Source: an optimization exercise on an open RTL-to-GDS flow (aim: small area). Production flows keep margins and buffers that such runs may drop.
Only simulation tests tie the RTL to the original design; equivalence was not proved.
No activity file was given, so power comes from the tool's default toggle rates.

==> flow/design.v (excerpt) <==
module top #(
    parameter CNT_MAX = 6'd63
) (
    input  wire clk,
    input  wire rst_n,
    input  wire [7:0] key,
    input  wire uart_rx,
    output wire uart_tx,
    output reg [4:0] state,
    input  uart_tx_rst_n,
    input  uart_rx_rst_n,
    input  send_one,
    input  send_two,
    input  wire [1:0] mode,
    output reg input_error,
    output uart_tx_work,
    output uart_rx_work,
    output work
);
make LEC_CHECK=0 ABC_AREA=1 CAP_MARGIN=20 CORE_MARGIN=2 CORE_UTILIZATION=75 CTS_BUF_LIST=sky130_fd_sc_hd__clkbuf_8 CTS_CLUSTER_DIAMETER=50 CTS_CLUSTER_SIZE=16 PLACE_DENSITY=0.82 SLEW_MARGIN=20 finish   # period 44.0 ns
run.sh (not shown) runs the stock make flow with config.mk's settings and CLKGATE_MAP_FILE= SYNTH_SCRIPT=/design/flow/synth_recipe.tcl, a recipe that flattens the netlist after the stock synthesis.
Rerun with:
==> flow/flow/run.sh (new file) <==
#!/bin/bash
set -euo pipefail
export RECOVER_POWER=100
export CTS_ARGS="-sink_clustering_enable -repair_clock_nets -dont_use_dummy_load -sink_clustering_size 16 -sink_clustering_max_diameter 50 -buf_list sky130_fd_sc_hd__clkbuf_8"
bash standard.sh > standard.log 2>&1
==> flow/standard.sh (new file) <==
#!/bin/bash
# synth_recipe.tcl (not shown) runs the flow's synth.tcl, then flattens the netlist and writes it again
# the make line also repeats each setting of config.mk as NAME=value (left out here)
make -C /OpenROAD-flow-scripts/flow DESIGN_CONFIG=/design/flow/config.mk WORK_HOME=/design/flow/orfs CLKGATE_MAP_FILE= SYNTH_SCRIPT=/design/flow/synth_recipe.tcl "${@:-finish}"
removed: flow/run.sh
=> The changed run produced a layout that fails on capacitance limit, slew limit; synthesized cell count does not change; design area goes down by about 1.4%; fmax shrinks by about 16%; area after synthesis is unchanged; via count falls by 1.7%; sequential power hardly moves; power goes down by about 4.7%; non-clock buffer count went up by 2; final cell count goes down by about 1.1%; core utilization came out lower by 1.1 points; routed wire length goes down by 3.7%.
Rerun with:
==> flow/flow/run.sh (replaced) <==
#!/bin/bash
set -euo pipefail
export CTS_ARGS="-sink_clustering_enable -repair_clock_nets -dont_use_dummy_load -sink_clustering_size 16 -sink_clustering_max_diameter 50 -buf_list sky130_fd_sc_hd__clkbuf_8"
bash standard.sh > standard.log 2>&1
--- a/flow/config.mk
+++ b/flow/config.mk
@@ -9,8 +9,8 @@
 export CAP_MARGIN = 20
 export CORE_MARGIN = 2
-export CORE_UTILIZATION = 75
+export CORE_UTILIZATION = 60
 export CTS_BUF_LIST = sky130_fd_sc_hd__clkbuf_8
 export CTS_CLUSTER_DIAMETER = 50
 export CTS_CLUSTER_SIZE = 16
-export PLACE_DENSITY = 0.82
+export PLACE_DENSITY = 0.7
 export SLEW_MARGIN = 20
Result: This time the run finished clean. Clock-buffer cell count rises by 8. Setup slack is better by 3.5 ns. Global-route usage drops by 12 points. Maximum frequency came out higher by about a fifth. Routed wire length fell by about a fifth. Via count shrinks by a little under a tenth. Worst hold slack loses 0.011 ns. Sequential cell count stays the same. Sequential share of layout area falls by 0.60 points.
Rerun with:
==> flow/flow/run.sh (replaced) <==
#!/bin/bash
set -euo pipefail
rm -rf myscripts
cp -r "$FLOW_HOME/scripts" myscripts
cp flow/abc_area.script myscripts/abc_area.script
export CTS_ARGS="-sink_clustering_enable -repair_clock_nets -dont_use_dummy_load -sink_clustering_size 16 -sink_clustering_max_diameter 50 -buf_list sky130_fd_sc_hd__clkbuf_8"
bash standard.sh "SCRIPTS_DIR=$PWD/myscripts" finish > standard.log 2>&1
==> flow/flow/abc_area.script (new file) <==
strash
&get -n
&deepsyn -T 60
&put
dch -f
map -a
strash
dch -f
map -a
strash
dch -f
amap
topo
--- a/flow/config.mk
+++ b/flow/config.mk
@@ -9,8 +9,8 @@
 export CAP_MARGIN = 20
 export CORE_MARGIN = 2
-export CORE_UTILIZATION = 60
+export CORE_UTILIZATION = 70
 export CTS_BUF_LIST = sky130_fd_sc_hd__clkbuf_8
 export CTS_CLUSTER_DIAMETER = 50
 export CTS_CLUSTER_SIZE = 16
-export PLACE_DENSITY = 0.7
+export PLACE_DENSITY = 0.78
 export SLEW_MARGIN = 20
What happened:
- core utilization climbs by 11 points
- via count goes down by a few percent
- sequential share of layout area grows by 3.0 points

## static timing again, ports no longer ideal
The results above use ideal ports. As a check the final layouts listed here were re-extracted and re-timed, cells and wires unchanged. Step 1, drivers: a clkbuf_16 drives clk and a buf_2 each remaining input, both assumed. Step 2 moves the port delays by t, midway between the first and last clock arrival at a register: inputs arrive t later, outputs are due t later. That takes back most of the time a late clock gives input paths. Three values: ideal ports, drivers, drivers and shift; two values: the first two.
run | t, ns | setup WS [ns] | clock arrival spread, ns
the first run | 0.923 | 24.986 / 24.947 / 24.947 | 0.120 / 0.119
the second run | 0.849 | 21.471 / 21.401 / 21.401 | 0.189 / 0.189
the third run | 0.867 | 24.987 / 24.960 / 24.960 | 0.118 / 0.118
the fourth run | 0.837 | 25.000 / 24.978 / 24.978 | 0.128 / 0.128
For the second run, which loses most, drivers alone change the setup slack by -0.070 ns; drivers and shift together by -0.070 ns.
